From an optimization exercise on the open Yosys and OpenROAD flow, aimed at small area; shortcuts taken in it are not production practice. The RTL was checked by simulation tests, not by an equivalence proof against the original design. In every run shown here, the design's own scripts or RTL, not TritonCTS, make the clock network. The clock input has no modelled driver; a real chip could not lean on it and would need a root buffer or a full tree. Power and IR drop assume default switching activity.

--- flow/flow/run.sh ---
#!/bin/bash
# Standard ORFS layout, with two changes: the port buffers are the smallest
# buffer (buf_1), and after CTS the clock tree is replaced by 4 clkbuf_4 cells,
# each driving a group of nearby flip-flops (flow/cts_post.tcl).
set -euo pipefail
bash standard.sh \
  BUFFER_PORTS_ARGS="-buffer_cell sky130_fd_sc_hd__buf_1" \
  CTS_ARGS="-sink_clustering_enable -repair_clock_nets -dont_use_dummy_load" \
  POST_CTS_TCL="$PWD/flow/cts_post.tcl" CLK_BUF_CELL=clkbuf_4 CLK_BUF_N=4 \
  finish > standard.log 2>&1
--- flow/flow/cts_post.tcl ---
# After CTS: replace the clock tree by CLK_BUF_N buffers of type CLK_BUF_CELL,
# each driven by the clock port and driving one group of flip-flops (groups
# made by splitting the flip-flops in halves, alternately by x and by y), each
# buffer placed at the centre of its group.
set cell $::env(CLK_BUF_CELL)
set nbuf $::env(CLK_BUF_N)
set block [ord::get_db_block]
set db [ord::get_db]
set clk_net [$block findNet clk]
set sinks {}
set old_insts {}
set old_nets {}
set todo [list $clk_net]
while { [llength $todo] > 0 } {
  set n [lindex $todo 0]
  set todo [lrange $todo 1 end]
  foreach it [$n getITerms] {
    if { ![$it isInputSignal] } { continue }
    set inst [$it getInst]
    set m [[$inst getMaster] getName]
    if { [regexp {__(clkbuf|clkinv|bufinv|clkdlybuf|buf)_} $m] } {
      lappend old_insts $inst
      foreach ot [$inst getITerms] {
        if { [$ot isOutputSignal] && [$ot getNet] ne "NULL" } {
          lappend old_nets [$ot getNet]
          lappend todo [$ot getNet]
        }
      }
    } else {
      if { ![string match "sky130_fd_sc_hd__df*" $m] } {
        error "cts_post: unexpected clock sink [$inst getName] ($m)"
      }
      lappend sinks $it
    }
  }
}
puts "cts_post: [llength $sinks] clock sinks, [llength $old_insts] tree cells removed"
proc centre { it } {
  set bb [[$it getInst] getBBox]
  return [list [expr {([$bb xMin] + [$bb xMax]) / 2}] [expr {([$bb yMin] + [$bb yMax]) / 2}]]
}
proc split_groups { items n axis } {
  if { $n <= 1 } { return [list $items] }
  set keyed {}
  foreach it $items { lappend keyed [list [lindex [centre $it] $axis] $it] }
  set sorted {}
  foreach k [lsort -integer -index 0 $keyed] { lappend sorted [lindex $k 1] }
  set h [expr {[llength $sorted] / 2}]
  set na [expr {$n / 2}]
  return [concat [split_groups [lrange $sorted 0 [expr {$h - 1}]] $na [expr {1 - $axis}]] \
                 [split_groups [lrange $sorted $h end] [expr {$n - $na}] [expr {1 - $axis}]]]
}
set die [$block getDieArea]
set axis [expr {([$die dx] >= [$die dy]) ? 0 : 1}]
set groups [split_groups $sinks $nbuf $axis]
foreach it $sinks { $it disconnect }
foreach inst $old_insts { odb::dbInst_destroy $inst }
foreach n $old_nets { odb::dbNet_destroy $n }
set master [$db findMaster sky130_fd_sc_hd__$cell]
set i 0
foreach g $groups {
  set sx 0; set sy 0
  foreach it $g { lassign [centre $it] x y; set sx [expr {$sx + $x}]; set sy [expr {$sy + $y}] }
  set buf [odb::dbInst_create $block $master clkbuf_leaf_$i]
  set leaf [odb::dbNet_create $block clknet_leaf_$i]
  $leaf setSigType CLOCK
  [$buf findITerm A] connect $clk_net
  [$buf findITerm X] connect $leaf
  foreach it $g { $it connect $leaf }
  $buf setLocation [expr {$sx / [llength $g]}] [expr {$sy / [llength $g]}]
  $buf setPlacementStatus PLACED
  puts "cts_post: clkbuf_leaf_$i drives [llength $g] flip-flops"
  incr i
}
detailed_placement
check_placement -verbose
estimate_parasitics -placement
report_checks -path_delay min_max -format end
report_check_types -max_slew -max_capacitance
--- flow/standard.sh ---
#!/bin/bash
# synth_recipe.tcl (not shown) runs the flow's synth.tcl, then flattens the netlist and writes it again
# the make line also repeats each setting of config.mk as NAME=value (left out here)
make -C /OpenROAD-flow-scripts/flow DESIGN_CONFIG=/design/flow/config.mk WORK_HOME=/design/flow/orfs CLKGATE_MAP_FILE= SYNTH_SCRIPT=/design/flow/synth_recipe.tcl "${@:-finish}"
--- flow/config.mk ---
export PLATFORM = sky130hd
export DESIGN_NAME = top
export DESIGN_NICKNAME = top
export VERILOG_FILES = /design/flow/design.v
export SDC_FILE = /design/flow/constraint.sdc
export NUM_CORES = 4
export LEC_CHECK = 0
export CAP_MARGIN = 20
export CORE_AREA = 2.3 2.72 60.7 60.3
export DIE_AREA = 0 0 63 63
export SLEW_MARGIN = 20
export SYNTH_HIERARCHICAL = 1
export SYNTH_MINIMUM_KEEP_SIZE = 0
--- flow/constraint.sdc ---
create_clock -name core_clock -period 6.0 [get_ports {clk}]
set_input_delay 1.2000 -clock core_clock [delete_from_list [all_inputs] [get_ports {clk}]]
set_output_delay 1.2000 -clock core_clock [all_outputs]
set_load 0.01 [all_outputs]
--- flow/design.v ---
module top(clk, reset, sensor_N, sensor_E, sensor_S, sensor_W, ped_N, ped_E, ped_S, ped_W, emergency_N, emergency_E, emergency_S, emergency_W, green_N, yellow_N, red_N, green_E, yellow_E, red_E, green_S
, yellow_S, red_S, green_W, yellow_W, red_W);
  input clk;
  wire clk;
  input reset;
  wire reset;
  input [1:0] sensor_N;
  wire [1:0] sensor_N;
  input [1:0] sensor_E;
  wire [1:0] sensor_E;
  input [1:0] sensor_S;
  wire [1:0] sensor_S;
  input [1:0] sensor_W;
  wire [1:0] sensor_W;
  input ped_N;
  wire ped_N;
  input ped_E;
  wire ped_E;
  input ped_S;
  wire ped_S;
  input ped_W;
  wire ped_W;
  input emergency_N;
  wire emergency_N;
  input emergency_E;
  wire emergency_E;
  input emergency_S;
  wire emergency_S;
  input emergency_W;
  wire emergency_W;
  output green_N;
  reg green_N;
  output yellow_N;
  reg yellow_N;
  output red_N;
  wire red_N;
  output green_E;
  reg green_E;
  output yellow_E;
  reg yellow_E;
  output red_E;
  wire red_E;
  output green_S;
  reg green_S;
  output yellow_S;
  reg yellow_S;
  output red_S;
  wire red_S;
  output green_W;
  reg green_W;
  output yellow_W;
  reg yellow_W;
  output red_W;
  wire red_W;
  reg [7:0] laneE_c ;
  reg [8:0] laneN_c ;
  reg [7:0] laneS_c ;
  reg [7:0] laneW_c ;
  wire n0;
  wire n1;
  wire n10;
  wire n100;
  wire n101;
  wire n102;
  wire n103;
  wire n104;
  wire n105;
  wire n106;
  wire n107;
  wire n108;
  wire n109;
  wire n11;
  wire n110;
  wire n111;
  wire n112;
  wire n113;
  wire n114;
  wire n115;
  wire n116;
  wire n117;
  wire n118;
  wire n119;
  wire n12;
  wire n120;
  wire n121;
  wire n122;
  wire n123;
  wire n124;
  wire n125;
  wire n126;
  wire n127;
  wire n128;
  wire n129;
  wire n13;
  wire n130;
  wire n131;
  wire n132;
  wire n133;
  wire n134;
  wire n135;
  wire n136;
  wire n137;
  wire n138;
  wire n139;
  wire n14;
  wire n140;
  wire n141;
  wire n142;
  wire n143;
  wire n144;
  wire n145;
  wire n146;
  wire n147;
  wire n148;
  wire n15;
  wire n16;
  wire n17;
  wire n18;
  wire n19;
  wire n2;
  wire n20;
  wire n21;
  wire n22;
  wire n23;
  wire n24;
  wire n25;
  wire n26;
  wire n27;
  wire n28;
  wire n29;
  wire n3;
  wire n30;
  wire n31;
  wire n32;
  wire n33;
  wire n34;
  wire n35;
  wire n36;
  wire n37;
  wire n38;
  wire n39;
  wire n4;
  wire n40;
  wire n41;
  wire n42;
  wire n43;
  wire n44;
  wire n45;
  wire n46;
  wire n47;
  wire n48;
  wire n49;
  wire n5;
  wire n50;
  wire n51;
  wire n52;
  wire n53;
  wire n54;
  wire n55;
  wire n56;
  wire n57;
  wire n58;
  wire n59;
  wire n6;
  wire n60;
  wire n61;
  wire n62;
  wire n63;
  wire n64;
  wire n65;
  wire n66;
  wire n67;
  wire n68;
  wire n69;
  wire n7;
  wire n70;
  wire n71;
  wire n72;
  wire n73;
  wire n74;
  wire n75;
  wire n76;
  wire n77;
  wire n78;
  wire n79;
  wire n8;
  wire n80;
  wire n81;
  wire n82;
  wire n83;
  wire n84;
  wire n85;
  wire n86;
  wire n87;
  wire n88;
  wire n89;
  wire n9;
  wire n90;
  wire n91;
  wire n92;
  wire n93;
  wire n94;
  wire n95;
  wire n96;
  wire n97;
  wire n98;
  wire n99;
  g_inv_1 u_000_ (
    .A(green_S),
    .Y(n32)
  );
  g_inv_1 u_001_ (
    .A(sensor_N[1]),
    .Y(n26)
  );
  g_inv_1 u_002_ (
    .A(green_W),
    .Y(n23)
  );
  g_inv_1 u_003_ (
    .A(green_E),
    .Y(n21)
  );
  g_inv_1 u_004_ (
    .A(emergency_N),
    .Y(n18)
  );
  g_inv_1 u_005_ (
    .A(emergency_E),
    .Y(n16)
  );
  g_nor2_1 u_006_ (
    .A(yellow_E),
    .B(green_E),
    .Y(red_E)
  );
  g_and2_0 u_007_ (
    .A(sensor_E[0]),
    .B(ped_E),
    .X(n13)
  );
  g_o21ai_0 u_008_ (
    .A1(sensor_E[1]),
    .A2(n13),
    .B1(red_E),
    .Y(n10)
  );
  g_o21ai_0 u_009_ (
    .A1(yellow_E),
    .A2(green_E),
    .B1(laneE_c [4]),
    .Y(n5)
  );
  g_nand2_1 u_010_ (
    .A(n10),
    .B(n5),
    .Y(n56)
  );
  g_nand2_1 u_011_ (
    .A(sensor_E[1]),
    .B(ped_E),
    .Y(n4)
  );
  g_o21ai_0 u_012_ (
    .A1(sensor_E[0]),
    .A2(ped_E),
    .B1(sensor_E[1]),
    .Y(n3)
  );
  g_inv_1 u_013_ (
    .A(n3),
    .Y(n2)
  );
  g_nor2_1 u_014_ (
    .A(sensor_E[1]),
    .B(ped_E),
    .Y(n1)
  );
  g_o31a_1 u_015_ (
    .A1(sensor_E[1]),
    .A2(sensor_E[0]),
    .A3(ped_E),
    .B1(red_E),
    .X(n0)
  );
  g_o21ai_0 u_016_ (
    .A1(n13),
    .A2(n3),
    .B1(n0),
    .Y(n148)
  );
  g_o21a_1 u_017_ (
    .A1(laneE_c [3]),
    .A2(red_E),
    .B1(n148),
    .X(n55)
  );
  g_o21ai_0 u_018_ (
    .A1(yellow_E),
    .A2(green_E),
    .B1(laneE_c [2]),
    .Y(n147)
  );
  g_nand2_1 u_019_ (
    .A(n148),
    .B(n147),
    .Y(n54)
  );
  g_or2_0 u_020_ (
    .A(yellow_S),
    .B(green_S),
    .X(n146)
  );
  g_inv_1 u_021_ (
    .A(n146),
    .Y(red_S)
  );
  g_o21a_1 u_022_ (
    .A1(laneE_c [5]),
    .A2(red_E),
    .B1(n10),
    .X(n57)
  );
  g_nand2_1 u_023_ (
    .A(laneS_c [0]),
    .B(n146),
    .Y(n145)
  );
  g_nand2_1 u_024_ (
    .A(ped_S),
    .B(sensor_S[1]),
    .Y(n144)
  );
  g_xor2_1 u_025_ (
    .A(ped_S),
    .B(sensor_S[1]),
    .X(n143)
  );
  g_nand3b_1 u_026_ (
    .A_N(ped_S),
    .B(sensor_S[0]),
    .C(sensor_S[1]),
    .Y(n142)
  );
  g_o21ai_0 u_027_ (
    .A1(sensor_S[0]),
    .A2(n143),
    .B1(n142),
    .Y(n141)
  );
  g_nand2_1 u_028_ (
    .A(red_S),
    .B(n141),
    .Y(n140)
  );
  g_o21ai_0 u_029_ (
    .A1(sensor_S[1]),
    .A2(n140),
    .B1(n145),
    .Y(n52)
  );
  g_nor2_1 u_030_ (
    .A(laneE_c [0]),
    .B(red_E),
    .Y(n139)
  );
  g_nor2_1 u_031_ (
    .A(n0),
    .B(n139),
    .Y(n51)
  );
  g_o21a_1 u_032_ (
    .A1(laneS_c [2]),
    .A2(red_S),
    .B1(n140),
    .X(n50)
  );
  g_nand2_1 u_033_ (
    .A(laneS_c [4]),
    .B(n146),
    .Y(n138)
  );
  g_nor2_1 u_034_ (
    .A(sensor_S[0]),
    .B(sensor_S[1]),
    .Y(n137)
  );
  g_nor2_1 u_035_ (
    .A(n146),
    .B(n137),
    .Y(n136)
  );
  g_o21ai_0 u_036_ (
    .A1(ped_S),
    .A2(sensor_S[1]),
    .B1(n136),
    .Y(n135)
  );
  g_nand2_1 u_037_ (
    .A(n138),
    .B(n135),
    .Y(n49)
  );
  g_or2_0 u_038_ (
    .A(yellow_N),
    .B(green_N),
    .X(n134)
  );
  g_inv_1 u_039_ (
    .A(n134),
    .Y(red_N)
  );
  g_nand2_1 u_040_ (
    .A(n26),
    .B(red_N),
    .Y(n133)
  );
  g_nand2_1 u_041_ (
    .A(sensor_N[1]),
    .B(ped_N),
    .Y(n132)
  );
  g_xor2_1 u_042_ (
    .A(ped_N),
    .B(sensor_N[0]),
    .X(n131)
  );
  g_nor2_1 u_043_ (
    .A(n134),
    .B(n131),
    .Y(n130)
  );
  g_nand2_1 u_044_ (
    .A(n132),
    .B(n130),
    .Y(n129)
  );
  g_nand2_1 u_045_ (
    .A(n133),
    .B(n129),
    .Y(n128)
  );
  g_a21o_1 u_046_ (
    .A1(laneN_c [5]),
    .A2(n134),
    .B1(n128),
    .X(n47)
  );
  g_a21o_1 u_047_ (
    .A1(ped_N),
    .A2(sensor_N[0]),
    .B1(n133),
    .X(n127)
  );
  g_o21a_1 u_048_ (
    .A1(laneN_c [4]),
    .A2(red_N),
    .B1(n127),
    .X(n46)
  );
  g_nor2_1 u_049_ (
    .A(laneN_c [3]),
    .B(red_N),
    .Y(n126)
  );
  g_o21ai_0 u_050_ (
    .A1(n128),
    .A2(n126),
    .B1(n127),
    .Y(n45)
  );
  g_o32a_1 u_051_ (
    .A1(ped_N),
    .A2(sensor_N[0]),
    .A3(n133),
    .B1(red_N),
    .B2(laneN_c [2]),
    .X(n35)
  );
  g_nor2_1 u_052_ (
    .A(laneN_c [0]),
    .B(red_N),
    .Y(n125)
  );
  g_a31oi_1 u_053_ (
    .A1(n26),
    .A2(red_N),
    .A3(n131),
    .B1(n125),
    .Y(n34)
  );
  g_xnor2_1 u_054_ (
    .A(laneN_c [3]),
    .B(laneN_c [8]),
    .Y(n124)
  );
  g_o21ai_0 u_055_ (
    .A1(red_N),
    .A2(n124),
    .B1(n129),
    .Y(n33)
  );
  g_nor2_1 u_056_ (
    .A(yellow_W),
    .B(green_W),
    .Y(red_W)
  );
  g_and2_0 u_057_ (
    .A(sensor_W[0]),
    .B(ped_W),
    .X(n123)
  );
  g_o21ai_0 u_058_ (
    .A1(sensor_W[1]),
    .A2(n123),
    .B1(red_W),
    .Y(n122)
  );
  g_o21a_1 u_059_ (
    .A1(laneW_c [5]),
    .A2(red_W),
    .B1(n122),
    .X(n31)
  );
  g_nand2_1 u_060_ (
    .A(laneS_c [3]),
    .B(n146),
    .Y(n121)
  );
  g_nand2_1 u_061_ (
    .A(n140),
    .B(n121),
    .Y(n30)
  );
  g_nand2_1 u_062_ (
    .A(sensor_W[1]),
    .B(ped_W),
    .Y(n120)
  );
  g_o21ai_0 u_063_ (
    .A1(sensor_W[0]),
    .A2(ped_W),
    .B1(sensor_W[1]),
    .Y(n119)
  );
  g_inv_1 u_064_ (
    .A(n119),
    .Y(n118)
  );
  g_or2_0 u_065_ (
    .A(sensor_W[1]),
    .B(ped_W),
    .X(n117)
  );
  g_o21a_1 u_066_ (
    .A1(sensor_W[0]),
    .A2(n117),
    .B1(red_W),
    .X(n116)
  );
  g_o21ai_0 u_067_ (
    .A1(n123),
    .A2(n119),
    .B1(n116),
    .Y(n115)
  );
  g_o21a_1 u_068_ (
    .A1(laneW_c [3]),
    .A2(red_W),
    .B1(n115),
    .X(n29)
  );
  g_o21ai_0 u_069_ (
    .A1(yellow_W),
    .A2(green_W),
    .B1(laneW_c [4]),
    .Y(n114)
  );
  g_nand2_1 u_070_ (
    .A(n122),
    .B(n114),
    .Y(n28)
  );
  g_o21ai_0 u_071_ (
    .A1(yellow_W),
    .A2(green_W),
    .B1(laneW_c [2]),
    .Y(n113)
  );
  g_nand2_1 u_072_ (
    .A(n115),
    .B(n113),
    .Y(n27)
  );
  g_or3_1 u_073_ (
    .A(laneW_c [4]),
    .B(laneW_c [1]),
    .C(laneW_c [6]),
    .X(n112)
  );
  g_or3_1 u_074_ (
    .A(laneW_c [0]),
    .B(laneW_c [7]),
    .C(n112),
    .X(n111)
  );
  g_or4_1 u_075_ (
    .A(emergency_N),
    .B(emergency_E),
    .C(emergency_W),
    .D(emergency_S),
    .X(n110)
  );
  g_and2_0 u_076_ (
    .A(n16),
    .B(n110),
    .X(n109)
  );
  g_nand2_1 u_077_ (
    .A(n18),
    .B(n110),
    .Y(n108)
  );
  g_nand3_1 u_078_ (
    .A(sensor_N[1]),
    .B(ped_N),
    .C(n108),
    .Y(n107)
  );
  g_nand2b_1 u_079_ (
    .A_N(emergency_S),
    .B(n110),
    .Y(n106)
  );
  g_nand3_1 u_080_ (
    .A(ped_S),
    .B(sensor_S[1]),
    .C(n106),
    .Y(n105)
  );
  g_nand2b_1 u_081_ (
    .A_N(emergency_W),
    .B(n110),
    .Y(n104)
  );
  g_nand3_1 u_082_ (
    .A(sensor_W[1]),
    .B(ped_W),
    .C(n104),
    .Y(n103)
  );
  g_nand3_1 u_083_ (
    .A(n107),
    .B(n105),
    .C(n103),
    .Y(n102)
  );
  g_o21bai_1 u_084_ (
    .A1(n4),
    .A2(n109),
    .B1_N(n102),
    .Y(n101)
  );
  g_nor2_1 u_085_ (
    .A(sensor_N[1]),
    .B(ped_N),
    .Y(n100)
  );
  g_o21a_1 u_086_ (
    .A1(sensor_N[1]),
    .A2(ped_N),
    .B1(n108),
    .X(n44)
  );
  g_nand2_1 u_087_ (
    .A(n120),
    .B(n117),
    .Y(n48)
  );
  g_a32oi_1 u_088_ (
    .A1(n120),
    .A2(n117),
    .A3(n104),
    .B1(n106),
    .B2(n143),
    .Y(n53)
  );
  g_o21ai_0 u_089_ (
    .A1(n1),
    .A2(n109),
    .B1(n53),
    .Y(n58)
  );
  g_nor2_1 u_090_ (
    .A(n44),
    .B(n58),
    .Y(n59)
  );
  g_nor2_1 u_091_ (
    .A(n101),
    .B(n59),
    .Y(n60)
  );
  g_a222oi_1 u_092_ (
    .A1(n16),
    .A2(n110),
    .B1(n102),
    .B2(n4),
    .C1(n60),
    .C2(n1),
    .Y(n61)
  );
  g_nand2_1 u_093_ (
    .A(n48),
    .B(n60),
    .Y(n62)
  );
  g_nand2_1 u_094_ (
    .A(n120),
    .B(n101),
    .Y(n63)
  );
  g_and2_0 u_095_ (
    .A(sensor_W[0]),
    .B(n104),
    .X(n64)
  );
  g_a32oi_1 u_096_ (
    .A1(n62),
    .A2(n63),
    .A3(n64),
    .B1(n61),
    .B2(sensor_E[0]),
    .Y(n65)
  );
  g_nand2_1 u_097_ (
    .A(n144),
    .B(n101),
    .Y(n66)
  );
  g_o311a_1 u_098_ (
    .A1(n143),
    .A2(n101),
    .A3(n59),
    .B1(n66),
    .C1(n106),
    .X(n67)
  );
  g_nand2_1 u_099_ (
    .A(sensor_S[0]),
    .B(n67),
    .Y(n68)
  );
  g_nand2_1 u_100_ (
    .A(n65),
    .B(n68),
    .Y(n69)
  );
  g_inv_1 u_101_ (
    .A(n69),
    .Y(n70)
  );
  g_a222oi_1 u_102_ (
    .A1(n18),
    .A2(n110),
    .B1(n100),
    .B2(n58),
    .C1(n101),
    .C2(n132),
    .Y(n71)
  );
  g_o21ai_0 u_103_ (
    .A1(sensor_N[0]),
    .A2(n70),
    .B1(n71),
    .Y(n72)
  );
  g_inv_1 u_104_ (
    .A(n72),
    .Y(n73)
  );
  g_o21a_1 u_105_ (
    .A1(sensor_E[0]),
    .A2(n70),
    .B1(n61),
    .X(n74)
  );
  g_nor2_1 u_106_ (
    .A(n73),
    .B(n74),
    .Y(n75)
  );
  g_o21ai_0 u_107_ (
    .A1(sensor_S[0]),
    .A2(n65),
    .B1(n67),
    .Y(n76)
  );
  g_a32o_1 u_108_ (
    .A1(red_W),
    .A2(n75),
    .A3(n76),
    .B1(n111),
    .B2(green_W),
    .X(n25)
  );
  g_nand3_1 u_109_ (
    .A(laneW_c [3]),
    .B(laneW_c [2]),
    .C(laneW_c [0]),
    .Y(n77)
  );
  g_nand2_1 u_110_ (
    .A(yellow_W),
    .B(n77),
    .Y(n78)
  );
  g_o21ai_0 u_111_ (
    .A1(n23),
    .A2(n111),
    .B1(n78),
    .Y(n24)
  );
  g_o21ai_0 u_112_ (
    .A1(yellow_W),
    .A2(green_W),
    .B1(laneW_c [6]),
    .Y(n79)
  );
  g_o21ai_0 u_113_ (
    .A1(n122),
    .A2(n118),
    .B1(n79),
    .Y(n22)
  );
  g_or3_1 u_114_ (
    .A(laneS_c [0]),
    .B(laneS_c [4]),
    .C(laneS_c [6]),
    .X(n80)
  );
  g_or3_1 u_115_ (
    .A(laneS_c [1]),
    .B(laneS_c [7]),
    .C(n80),
    .X(n81)
  );
  g_nor2_1 u_116_ (
    .A(n146),
    .B(n76),
    .Y(n82)
  );
  g_a22o_1 u_117_ (
    .A1(green_S),
    .A2(n81),
    .B1(n82),
    .B2(n75),
    .X(n20)
  );
  g_nand3_1 u_118_ (
    .A(laneS_c [0]),
    .B(laneS_c [2]),
    .C(laneS_c [3]),
    .Y(n83)
  );
  g_nand2_1 u_119_ (
    .A(yellow_S),
    .B(n83),
    .Y(n84)
  );
  g_o21ai_0 u_120_ (
    .A1(n32),
    .A2(n81),
    .B1(n84),
    .Y(n19)
  );
  g_a32o_1 u_121_ (
    .A1(n143),
    .A2(n142),
    .A3(n136),
    .B1(n146),
    .B2(laneS_c [6]),
    .X(n17)
  );
  g_or3_1 u_122_ (
    .A(laneE_c [4]),
    .B(laneE_c [0]),
    .C(laneE_c [6]),
    .X(n85)
  );
  g_or3_1 u_123_ (
    .A(laneE_c [1]),
    .B(laneE_c [7]),
    .C(n85),
    .X(n86)
  );
  g_a32o_1 u_124_ (
    .A1(red_E),
    .A2(n72),
    .A3(n74),
    .B1(n86),
    .B2(green_E),
    .X(n15)
  );
  g_nand3_1 u_125_ (
    .A(laneE_c [3]),
    .B(laneE_c [2]),
    .C(laneE_c [0]),
    .Y(n87)
  );
  g_nand2_1 u_126_ (
    .A(yellow_E),
    .B(n87),
    .Y(n88)
  );
  g_o21ai_0 u_127_ (
    .A1(n21),
    .A2(n86),
    .B1(n88),
    .Y(n14)
  );
  g_o21ai_0 u_128_ (
    .A1(yellow_E),
    .A2(green_E),
    .B1(laneE_c [6]),
    .Y(n89)
  );
  g_o21ai_0 u_129_ (
    .A1(n10),
    .A2(n2),
    .B1(n89),
    .Y(n12)
  );
  g_nor2_1 u_130_ (
    .A(laneW_c [0]),
    .B(red_W),
    .Y(n90)
  );
  g_nor2_1 u_131_ (
    .A(n116),
    .B(n90),
    .Y(n11)
  );
  g_nor2_1 u_132_ (
    .A(yellow_N),
    .B(n72),
    .Y(n91)
  );
  g_nor2_1 u_133_ (
    .A(laneN_c [2]),
    .B(laneN_c [0]),
    .Y(n92)
  );
  g_and4bb_1 u_134_ (
    .A_N(laneN_c [5]),
    .B_N(laneN_c [8]),
    .C(laneN_c [3]),
    .D(green_N),
    .X(n93)
  );
  g_nand4b_1 u_135_ (
    .A_N(laneN_c [1]),
    .B(n92),
    .C(n93),
    .D(laneN_c [4]),
    .Y(n94)
  );
  g_o21a_1 u_136_ (
    .A1(green_N),
    .A2(n91),
    .B1(n94),
    .X(n9)
  );
  g_nand3_1 u_137_ (
    .A(laneN_c [3]),
    .B(laneN_c [1]),
    .C(laneN_c [6]),
    .Y(n95)
  );
  g_nand2_1 u_138_ (
    .A(yellow_N),
    .B(n95),
    .Y(n96)
  );
  g_nand2_1 u_139_ (
    .A(n94),
    .B(n96),
    .Y(n8)
  );
  g_a21o_1 u_140_ (
    .A1(laneN_c [7]),
    .A2(n134),
    .B1(n130),
    .X(n7)
  );
  g_o21a_1 u_141_ (
    .A1(laneS_c [5]),
    .A2(red_S),
    .B1(n135),
    .X(n6)
  );
  g_xor2_1 u_142_ (
    .A(laneE_c [2]),
    .B(laneE_c [7]),
    .X(n97)
  );
  g_o21ai_0 u_143_ (
    .A1(yellow_E),
    .A2(green_E),
    .B1(n97),
    .Y(n43)
  );
  g_and2_0 u_144_ (
    .A(laneN_c [6]),
    .B(n134),
    .X(n42)
  );
  g_xor2_1 u_145_ (
    .A(laneS_c [2]),
    .B(laneS_c [7]),
    .X(n98)
  );
  g_nand2_1 u_146_ (
    .A(n146),
    .B(n98),
    .Y(n41)
  );
  g_or2_0 u_147_ (
    .A(laneE_c [1]),
    .B(red_E),
    .X(n40)
  );
  g_xor2_1 u_148_ (
    .A(laneW_c [2]),
    .B(laneW_c [7]),
    .X(n99)
  );
  g_o21ai_0 u_149_ (
    .A1(yellow_W),
    .A2(green_W),
    .B1(n99),
    .Y(n39)
  );
  g_nand2b_1 u_150_ (
    .A_N(laneN_c [1]),
    .B(n134),
    .Y(n38)
  );
  g_nand2b_1 u_151_ (
    .A_N(laneS_c [1]),
    .B(n146),
    .Y(n37)
  );
  g_or2_0 u_152_ (
    .A(laneW_c [1]),
    .B(red_W),
    .X(n36)
  );
  always @(posedge clk)
    laneW_c [1] <= n11;
  always @(posedge clk)
    laneW_c [3] <= n27;
  always @(posedge clk)
    laneW_c [4] <= n29;
  always @(posedge clk)
    laneW_c [5] <= n28;
  always @(posedge clk)
    laneW_c [6] <= n31;
  always @(posedge clk)
    laneW_c [7] <= n22;
  always @(posedge clk)
    laneW_c [0] <= n39;
  always @(posedge clk)
    laneW_c [2] <= n36;
  always @(posedge clk)
    laneS_c [1] <= n52;
  always @(posedge clk)
    laneS_c [3] <= n50;
  always @(posedge clk)
    laneS_c [4] <= n30;
  always @(posedge clk)
    laneS_c [5] <= n49;
  always @(posedge clk)
    laneS_c [6] <= n6;
  always @(posedge clk)
    laneS_c [7] <= n17;
  always @(posedge clk)
    laneS_c [0] <= n41;
  always @(posedge clk)
    laneS_c [2] <= n37;
  always @(posedge clk)
    laneE_c [1] <= n51;
  always @(posedge clk)
    laneE_c [3] <= n54;
  always @(posedge clk)
    laneE_c [4] <= n55;
  always @(posedge clk)
    laneE_c [5] <= n56;
  always @(posedge clk)
    laneE_c [6] <= n57;
  always @(posedge clk)
    laneE_c [7] <= n12;
  always @(posedge clk)
    laneE_c [0] <= n43;
  always @(posedge clk)
    laneE_c [2] <= n40;
  always @(posedge clk)
    laneN_c [0] <= n33;
  always @(posedge clk)
    laneN_c [1] <= n34;
  always @(posedge clk)
    laneN_c [3] <= n35;
  always @(posedge clk)
    laneN_c [4] <= n45;
  always @(posedge clk)
    laneN_c [5] <= n46;
  always @(posedge clk)
    laneN_c [6] <= n47;
  always @(posedge clk)
    laneN_c [8] <= n7;
  always @(posedge clk)
    laneN_c [2] <= n38;
  always @(posedge clk)
    laneN_c [7] <= n42;
  always @(posedge clk, posedge reset)
    if (reset) green_N <= 1'h0;
    else green_N <= n9;
  always @(posedge clk, posedge reset)
    if (reset) yellow_N <= 1'h0;
    else yellow_N <= n8;
  always @(posedge clk, posedge reset)
    if (reset) green_E <= 1'h0;
    else green_E <= n15;
  always @(posedge clk, posedge reset)
    if (reset) yellow_E <= 1'h0;
    else yellow_E <= n14;
  always @(posedge clk, posedge reset)
    if (reset) green_S <= 1'h0;
    else green_S <= n20;
  always @(posedge clk, posedge reset)
    if (reset) yellow_S <= 1'h0;
    else yellow_S <= n19;
  always @(posedge clk, posedge reset)
    if (reset) green_W <= 1'h0;
    else green_W <= n25;
  always @(posedge clk, posedge reset)
    if (reset) yellow_W <= 1'h0;
    else yellow_W <= n24;
endmodule
module g_a21o_1 (input wire A1, input wire A2, input wire B1, output wire X);
    assign X = ( (A1) & (A2) ) | ( (B1) );
endmodule
module g_a222oi_1 (input wire A1, input wire A2, input wire B1, input wire B2, input wire C1, input wire C2, output wire Y);
    assign Y = ( ~ (A1) & ~ (B1) & ~ (C1) ) | ( ~ (A1) & ~ (B1) & ~ (C2) ) | ( ~ (A1) & ~ (B2) & ~ (C1) ) | ( ~ (A2) & ~ (B1) & ~ (C1) ) | ( ~ (A1) & ~ (B2) & ~ (C2) ) | ( ~ (A2) & ~ (B1) & ~ (C2) ) | ( ~ (A2) & ~ (B2) & ~ (C1) ) | ( ~ (A2) & ~ (B2) & ~ (C2) );
endmodule
module g_a22o_1 (input wire A1, input wire A2, input wire B1, input wire B2, output wire X);
    assign X = ( (B1) & (B2) ) | ( (A1) & (A2) );
endmodule
module g_a31oi_1 (input wire A1, input wire A2, input wire A3, input wire B1, output wire Y);
    assign Y = ( ~ (A1) & ~ (B1) ) | ( ~ (A2) & ~ (B1) ) | ( ~ (A3) & ~ (B1) );
endmodule
module g_a32o_1 (input wire A1, input wire A2, input wire A3, input wire B1, input wire B2, output wire X);
    assign X = ( (A1) & (A2) & (A3) ) | ( (B1) & (B2) );
endmodule
module g_a32oi_1 (input wire A1, input wire A2, input wire A3, input wire B1, input wire B2, output wire Y);
    assign Y = ( ~ (A1) & ~ (B1) ) | ( ~ (A1) & ~ (B2) ) | ( ~ (A2) & ~ (B1) ) | ( ~ (A3) & ~ (B1) ) | ( ~ (A2) & ~ (B2) ) | ( ~ (A3) & ~ (B2) );
endmodule
module g_and2_0 (input wire A, input wire B, output wire X);
    assign X = ( (A) & (B) );
endmodule
module g_and4bb_1 (input wire A_N, input wire B_N, input wire C, input wire D, output wire X);
    assign X = ( ~ (A_N) & ~ (B_N) & (C) & (D) );
endmodule
module g_inv_1 (input wire A, output wire Y);
    assign Y = ( ~ (A) );
endmodule
module g_nand2_1 (input wire A, input wire B, output wire Y);
    assign Y = ( ~ (A) ) | ( ~ (B) );
endmodule
module g_nand2b_1 (input wire A_N, input wire B, output wire Y);
    assign Y = ( (A_N) ) | ( ~ (B) );
endmodule
module g_nand3_1 (input wire A, input wire B, input wire C, output wire Y);
    assign Y = ( ~ (A) ) | ( ~ (B) ) | ( ~ (C) );
endmodule
module g_nand3b_1 (input wire A_N, input wire B, input wire C, output wire Y);
    assign Y = ( (A_N) ) | ( ~ (B) ) | ( ~ (C) );
endmodule
module g_nand4b_1 (input wire A_N, input wire B, input wire C, input wire D, output wire Y);
    assign Y = ( (A_N) ) | ( ~ (B) ) | ( ~ (C) ) | ( ~ (D) );
endmodule
module g_nor2_1 (input wire A, input wire B, output wire Y);
    assign Y = ( ~ (A) & ~ (B) );
endmodule
module g_o21a_1 (input wire A1, input wire A2, input wire B1, output wire X);
    assign X = ( (A1) & (B1) ) | ( (A2) & (B1) );
endmodule
module g_o21ai_0 (input wire A1, input wire A2, input wire B1, output wire Y);
    assign Y = ( ~ (A1) & ~ (A2) ) | ( ~ (B1) );
endmodule
module g_o21bai_1 (input wire A1, input wire A2, input wire B1_N, output wire Y);
    assign Y = ( ~ (A1) & ~ (A2) ) | ( (B1_N) );
endmodule
module g_o311a_1 (input wire A1, input wire A2, input wire A3, input wire B1, input wire C1, output wire X);
    assign X = ( (A1) & (B1) & (C1) ) | ( (A2) & (B1) & (C1) ) | ( (A3) & (B1) & (C1) );
endmodule
module g_o31a_1 (input wire A1, input wire A2, input wire A3, input wire B1, output wire X);
    assign X = ( (A1) & (B1) ) | ( (A2) & (B1) ) | ( (A3) & (B1) );
endmodule
module g_o32a_1 (input wire A1, input wire A2, input wire A3, input wire B1, input wire B2, output wire X);
    assign X = ( (A1) & (B1) ) | ( (A1) & (B2) ) | ( (A2) & (B1) ) | ( (A3) & (B1) ) | ( (A2) & (B2) ) | ( (A3) & (B2) );
endmodule
module g_or2_0 (input wire A, input wire B, output wire X);
    assign X = ( (A) ) | ( (B) );
endmodule
module g_or3_1 (input wire A, input wire B, input wire C, output wire X);
    assign X = ( (A) ) | ( (B) ) | ( (C) );
endmodule
module g_or4_1 (input wire A, input wire B, input wire C, input wire D, output wire X);
    assign X = ( (A) ) | ( (B) ) | ( (C) ) | ( (D) );
endmodule
module g_xnor2_1 (input wire A, input wire B, output wire Y);
    assign Y = ( ~ (A) & ~ (B) ) | ( (A) & (B) );
endmodule
module g_xor2_1 (input wire A, input wire B, output wire X);
    assign X = ( (A) & ~ (B) ) | ( ~ (A) & (B) );
endmodule
==> out/results.ini, run 1 <==
[sta]
setup_tns_ps = 0
fmax_mhz = 261
min_period_over_period_pct = 63.9
hold_violations = 0
drv_slew = 0
rsz0062_at_grt = false
slew_headroom_pct = 67.0
skew_ps = 8.59
period_minus_slack_ps = 3830
max_slew.worst_pin.slew_ps = 493
setup_violations = 0

[global_routing]
grtUsageTotal_pct = 19.2
grt_pass1_vias = 1348
antenna_found_initial = 0
grt_pass1_wl_microns = 5980
overflow = 0
grt_max_degree = 12

[final_layout]
multiInputGateArea_sq_um = 797
final_cell_mix = dfxtp_1 (33), nand2_1 (30), buf_1 (29)
final_common_cell = dfxtp_1
syn_to_final_growth_pct = 11.5
layout-drive-gt1-share_pct = 2.19
finalNetCount = 248
register_area_sq_um = 861
fillers = 342
fin_util_pct = 57.5
antenna_cells = 0

[setup_path]
end_kind = register
arrival_ps = 3940
reg2reg_from = green_N
timing.rr.end = laneN_c[3]
critPathKind = input port to register
cp_max_fo = 6
path_cells = buf_1 -> or4_1 -> nand2b_1 -> nand3_1 -> nand3_1 -> o21bai_1 -> nor2_1 -> a222oi_1 -> a32oi_1 -> nand2_1 -> inv_1 -> o21ai_1 -> inv_1 -> nor2_1 -> a32o_1
reg2regPathDepth = 4
cp_slowest_cell = or4_1
cpLargestDelayFamily = simple AND/OR/NAND/NOR gates
required_ps = 6110
critical-path-max-stage-delay_ps = 620
crit_buf_inv = 3
cp-start-kind = input port
rrSetupSlack_ps = 4540

[route]
wl_per_cell_microns = 12.8
drtIter0Drc = 63
viasPerCell = 5.18
ant_nets = 0
dr.pass1.iters = 4
drc = 0
drt_wl_total_microns = 3500
routed-via-count = 1420

[pwr]
power.leakage_nw = 0.831
p_per_area_nw_per_um2 = 501
peakVddDrop_mv = 0.260

[logic_synthesis]
async_reset_ff_share_pct = 19.5
avgSynthCellArea_sq_um = 8.75
syn-cell-area_sq_um = 1710
ys_ff_latch = 41
synth_edf_count = 0
synth_top_area_share_pct = 38.7
synth-main-ff-cell = dfxtp_1
yosysSeqAreaShare_pct = 50.4
yosys_warnings = 7
synth_top_cell_by_area = dfxtp_1
yosys.cell_types.count = 28
synth_area_leaders = dfxtp_1 (39%), dfrtp_1 (12%), o21ai_1 (7.9%)
synthCells = 195
synth_fp_nets = 213

[floorplanning]
initial_core_util_pct = 51.5
dieArea_sq_um = 3970
num_io_pins = 30
die_height_microns = 63
die_x_microns = 63
rows = 21
core_sq_um = 3310

[cts]
clkLatencyLatePin_ps = 170
cts.sinks = 41
clk_pin_slew_worst_paths_ps = 100

[placement]
dpl.hpwl_microns = 2780
portBuffers = 29
gp_congestion = 0.815

[hold_path]
hold_path.class = register to register
whs_path_depth = 1
worstHoldStart = laneW_c[1]
holdPathEnd = laneW_c[2]

[flow_run]
maxCapViolations = 0

[outcome]
run_status = complete, no violations

==> worst max-delay path by stage <==
stage          cells after the start  slack [ps]  endpoint        start
6_report                          15        2170   green_W  emergency_E
5_1_grt                           15        1880   green_W  emergency_E
3_5_place_dp                      15        2020   green_W  emergency_E
3_3_place_gp                      15        2060   green_W  emergency_E
2_1_floorplan                     14        2510   green_W  emergency_E
==> cell usage after synthesis, types with 2 or more instances <==
library cell	n
and2_1	5
nor2_1	19
dfrtp_1	8
a21o_1	3
o21a_1	11
inv_1	13
nand2b_1	4
or2_1	5
o21ai_1	27
nand2_1	30
a32o_1	3
nand3_1	8
a32oi_1	2
or3_1	6
a222oi_1	2
dfxtp_1	33
xor2_1	5
==> report_power, final <==
| part | internal, mW | switching [mW] |
|---|---|---|
| Sequential | 0.419 | 0.0957 |
| Clock | 0.0320 | 0.0648 |
| Combinational | 0.160 | 0.183 |
| Total | 0.610 | 0.344 |
==> stage by stage <==
stage / setup slack, ps / hold slack [ps] / power, mW / area [sq um] / instances
floorplan: 2510 / 401 / 0.756 / 1710 / 195
global placement: 2060 / 409 / 0.848 / 1870 / 270
detailed placement: 2020 / 419 / 0.865 / 1870 / 270
global route: 1880 / 482 / 1.04 / 1900 / 274
finish: 2170 / 439 / 0.954 / 1900 / 274
==> per-module statistics from Yosys (local to each module, per instance), excerpt <==
| module | copies in the design | cells |
|---|---|---|
| g_nand2b_1 | 4 | 1 |
| g_nand4b_1 | 1 | 1 |
| g_and2_0 | 5 | 1 |
| g_a222oi_1 | 2 | 1 |
| g_or3_1 | 6 | 1 |
| g_nand3b_1 | 1 | 1 |
| g_o21ai_0 | 27 | 1 |
| g_and4bb_1 | 1 | 1 |
==> cell type report <==
cell class              count  share of cell area (%)
flip-flops and latches     41                    45.2
multi-input cells         141                    41.9
repair buffers             29                    5.72
well taps                  46                    3.02
inverters                  13                    2.56
plain buffers               4                    1.58
==> sequential cells by signal, indices dropped and copies added, names as in the netlist <==
name,count
green_W,1
laneW_c,8
laneE_c,8
yellow_W,1
laneN_c,9
yellow_N,1
green_N,1
green_S,1
yellow_S,1
laneS_c,8
yellow_E,1
green_E,1
==> kinds of logic (layout without fill, tap and decap cells) <==
logic type | count (synthesis) | after routing | share of synthesized area, %
simple gates | 81 | 81 | 22.6
xor+xnor | 6 | 6 | 3.08
compound gates | 54 | 54 | 21.0
flops | 41 | 41 | 50.4
buf+inv | 13 | 46 | 2.86
==> per-layer routing <==
| metal | share of wire, % | global-route usage, % | vias up |
|---|---|---|---|
| met1 | 48 | 24.4 | 645 |
| met2 | 47 | 32.4 | 26 |
| met3 | 2.9 | 3.96 | 5 |
| met5 | 0 | 0 | - |
| met4 | 1.5 | 6.11 | 0 |
| li1 | - | - | 744 |
==> run 2: changes to the inputs <==
==> flow/flow/run.sh (replaced) <==
#!/bin/bash
# Standard ORFS layout, with two changes: the port buffers are the smallest
# buffer (buf_1), and after CTS the clock tree is replaced by 2 clkbuf_8 cells,
# each driving a group of nearby flip-flops (flow/cts_post.tcl).
set -euo pipefail
bash standard.sh \
  BUFFER_PORTS_ARGS="-buffer_cell sky130_fd_sc_hd__buf_1" \
  CTS_ARGS="-sink_clustering_enable -repair_clock_nets -dont_use_dummy_load" \
  POST_CTS_TCL="$PWD/flow/cts_post.tcl" CLK_BUF_CELL=clkbuf_8 CLK_BUF_N=2 \
  finish > standard.log 2>&1
==> out/results.ini, run 2 <==
[outcome]
run_status = complete, no violations  ; unchanged

[final_layout]
instances_no_fill = 272  ; was 274
layout-drive-gt1-share_pct = 1.33  ; was 2.19%
final_area_sq_um = 1900  ; about the same
final_common_cell = dfxtp_1  ; unchanged
final_cell_mix = dfxtp_1 (33), nand2_1 (30), buf_1 (29)  ; unchanged
syn_to_final_growth_pct = 11.4  ; was 11.5%
finalNetCount = 246  ; was 248
antenna_cells = 0  ; unchanged
top_register = laneN_c  ; unchanged
largest_reg_flops = 9  ; unchanged

[hold_path]
worstHoldStart = laneW_c[1]  ; unchanged
hold_path.class = register to register  ; unchanged
whs_path_depth = 1  ; unchanged
holdPathEnd = laneW_c[2]  ; unchanged

[sta]
setup_tns_ps = 0  ; unchanged
setup_violations = 0  ; unchanged
drv_slew = 0  ; unchanged
slew_headroom_pct = 66.8  ; was 67.0%
skew_ps = 11.3  ; was 8.59 ps
rsz0062_at_grt = false  ; unchanged
max_slew.worst_pin.slew_ps = 496  ; was 493 ps
period_minus_slack_ps = 3840  ; was 3830 ps
hold_ws_ps = 446  ; was 439 ps
hold_violations = 0  ; unchanged
min_period_over_period_pct = 64.0  ; was 63.9%
setup_ws_ps = 2160  ; was 2170 ps
fmax_mhz = 260  ; was 261 MHz

[placement]
gp_congestion = 0.815  ; unchanged
dpl.hpwl_microns = 2780  ; unchanged
dp_slack_ps = 2020  ; unchanged
place_inst = 270  ; unchanged
place_area_sq_um = 1870  ; unchanged
portBuffers = 29  ; unchanged

[logic_synthesis]
synth_edf_count = 0  ; unchanged
synth-main-ff-cell = dfxtp_1  ; unchanged
yosys_warnings = 7  ; unchanged
yosysSeqAreaShare_pct = 50.4  ; unchanged
synth_area_leaders = dfxtp_1 (39%), dfrtp_1 (12%), o21ai_1 (7.9%)  ; unchanged
synth_fp_nets = 213  ; unchanged
yosysMostFrequentCell = dfxtp_1  ; unchanged
yosys.cell_types.count = 28  ; unchanged
synth_top_cell_by_area = dfxtp_1  ; unchanged
yosys-top-cells-count = dfxtp_1 (33), nand2_1 (30), o21ai_1 (27)  ; unchanged
synth_top_area_share_pct = 38.7  ; unchanged
avgSynthCellArea_sq_um = 8.75  ; unchanged
ys_ff_latch = 41  ; unchanged
syn-cell-area_sq_um = 1710  ; unchanged
synthCells = 195  ; unchanged
async_reset_ff_share_pct = 19.5  ; unchanged

[route]
wl_per_cell_microns = 12.6  ; was 12.8 microns
viasPerCell = 5.18  ; about the same
dr.pass1.iters = 4  ; unchanged
ant_nets = 0  ; unchanged
drc = 0  ; unchanged
drtIter0Drc = 85  ; was 63
drt_wl_total_microns = 3430  ; was 3500 microns
routed-via-count = 1409  ; was 1420

[cts]
cts.sinks = 41  ; unchanged
clk_pin_slew_worst_paths_ps = 120  ; was 100 ps
clkLatencyLatePin_ps = 170  ; about the same

[global_routing]
grt_max_degree = 22  ; was 12
grt_pass1_vias = 1316  ; was 1348
overflow = 0  ; unchanged
antenna_found_initial = 0  ; unchanged
grtUsageTotal_pct = 18.5  ; was 19.2%
grt_pass1_wl_microns = 5880  ; was 5980 microns

[setup_path]
crit_buf_inv = 3  ; unchanged
cpLargestDelayFamily = simple AND/OR/NAND/NOR gates  ; unchanged
cp_max_fo = 6  ; unchanged
reg2reg_from = green_N  ; unchanged
reg2regPathDepth = 4  ; unchanged
required_ps = 6120  ; was 6110 ps
cp_slowest_cell = or4_1  ; unchanged
end_kind = register  ; unchanged
cp-start-kind = input port  ; unchanged
path_cells = buf_1 -> or4_1 -> nand2b_1 -> nand3_1 -> nand3_1 -> o21bai_1 -> nor2_1 -> a222oi_1 -> a32oi_1 -> nand2_1 -> inv_1 -> o21ai_1 -> inv_1 -> nor2_1 -> a32o_1  ; unchanged
arrival_ps = 3970  ; was 3940 ps
timing.rr.end = laneN_c[3]  ; unchanged
rrSetupSlack_ps = 4530  ; was 4540 ps
critPathKind = input port to register  ; unchanged
critical-path-max-stage-delay_ps = 630  ; was 620 ps

[floorplanning]
num_io_pins = 30  ; unchanged
dieArea_sq_um = 3970  ; unchanged
core_sq_um = 3310  ; unchanged
die_height_microns = 63  ; unchanged
die_x_microns = 63  ; unchanged
rows = 21  ; unchanged
initial_core_util_pct = 51.5  ; unchanged

[pwr]
combPwrFrac_pct = 35.9  ; about the same
power.leakage_nw = 0.827  ; was 0.831 nW
p_per_area_nw_per_um2 = 501  ; about the same
pwr-share-seq_pct = 53.9  ; about the same
p_sw_mw = 0.343  ; was 0.344 mW
sw_frac_of_total_pct = 36.0  ; about the same
power.clock.fraction_pct = 10.2  ; was 10.1%
p_int_mw = 0.609  ; was 0.610 mW
peakVddDrop_mv = 0.255  ; was 0.260 mV

[flow_run]
maxCapViolations = 0  ; unchanged

## run 2: cell counts after synthesis
No cell type changed its count.
## run 2: cell type report
cell class / count / area, sq um
well taps: 46 / 57.6
inverters: 13 / 48.8
flip-flops and latches: 41 / 861
fillers: 349 / 1410
plain buffers: 2 / 27.5
multi-input cells: 141 / 797
repair buffers: 29 / 109
## run 2: per-layer routing
metal | GRT usage, % | part of all wire [%]
met4 | 2.50 | 0.67
met3 | 3.24 | 2.5
met1 | 24.7 | 50
met2 | 31.9 | 47
met5 | 0 | 0
## run 2: power by group through the flow
stage	registers (mW)	logic, mW	clock network (mW)
2_1_floorplan	0.507	0.249	0
3_3_place_gp	0.516	0.332	0
3_5_place_dp	0.521	0.344	0
5_1_grt	0.535	0.391	0.110
6_report	0.513	0.342	0.0973
## run 2: modules after synthesis (local to each module, per instance), excerpt
module | times used | area [sq um]
g_o31a_1 | 1 | 8.76
top | 1 | 865
g_nand3_1 | 8 | 5.00
g_nor2_1 | 19 | 3.75
g_o21bai_1 | 1 | 7.51
g_a22o_1 | 1 | 8.76
g_a32oi_1 | 2 | 8.76
g_o21a_1 | 11 | 7.51
g_nand4b_1 | 1 | 8.76
## run 2: stage by stage
stage / power [mW] / utilization (%)
5_1_grt: 1.04 / 57.4
6_report: 0.952 / 57.4
3_5_place_dp: 0.865 / 56.6
3_3_place_gp: 0.848 / 56.6
2_1_floorplan: 0.756 / -
## run 2: logic make-up (layout without fill, tap and decap cells)
family          Yosys count  in the layout  synth area share, %
simple gates             81             81                 22.6
compound gates           54             54                 21.0
flops                    41             41                 50.4
buf+inv                  13             44                 2.86
xor+xnor                  6              6                 3.08
## run 2: worst max path at each step
stage                     start  endpoint  slack [ps]  cells after the start
floorplan           emergency_E   green_W        2510                     14
finish              emergency_E   green_W        2160                     15
detailed placement  emergency_E   green_W        2020                     15
global route        emergency_E   green_W        1900                     15
global placement    emergency_E   green_W        2060                     15

afterwards: timing with drivers on the ports:
The results above use ideal ports. As a check the final layouts listed here were re-extracted and re-timed, cells and wires unchanged.
Step 1 (the two cells are an assumption about what drives the block):
set clk [get_ports {clk}]
set_driving_cell -lib_cell sky130_fd_sc_hd__clkbuf_16 $clk
set_driving_cell -lib_cell sky130_fd_sc_hd__buf_2 [delete_from_list [all_inputs] $clk]
Step 2 moves the port delays by t, midway between the first and last clock arrival at a register: inputs arrive t later, outputs are due t later. That takes back most of the time a late clock gives input paths.
Three values: ideal ports, drivers, drivers and shift; two values: the first two.
| run | t (ns) | slack for setup (ns) | slew at the worst register clock pin (ns) | worst slew at a driven data input, ns |
|---|---|---|---|---|
| run 1 | 0.206 | 2.166 / 2.182 / 1.977 | 0.11 / 0.11 | 0.04 |
| run 2 | 0.203 | 2.158 / 2.164 / 1.961 | 0.12 / 0.12 | 0.04 |
After both steps every run listed still meets setup and hold. For run 2, which loses most, drivers alone change the setup slack by +0.006 ns; drivers and shift together by -0.197 ns.
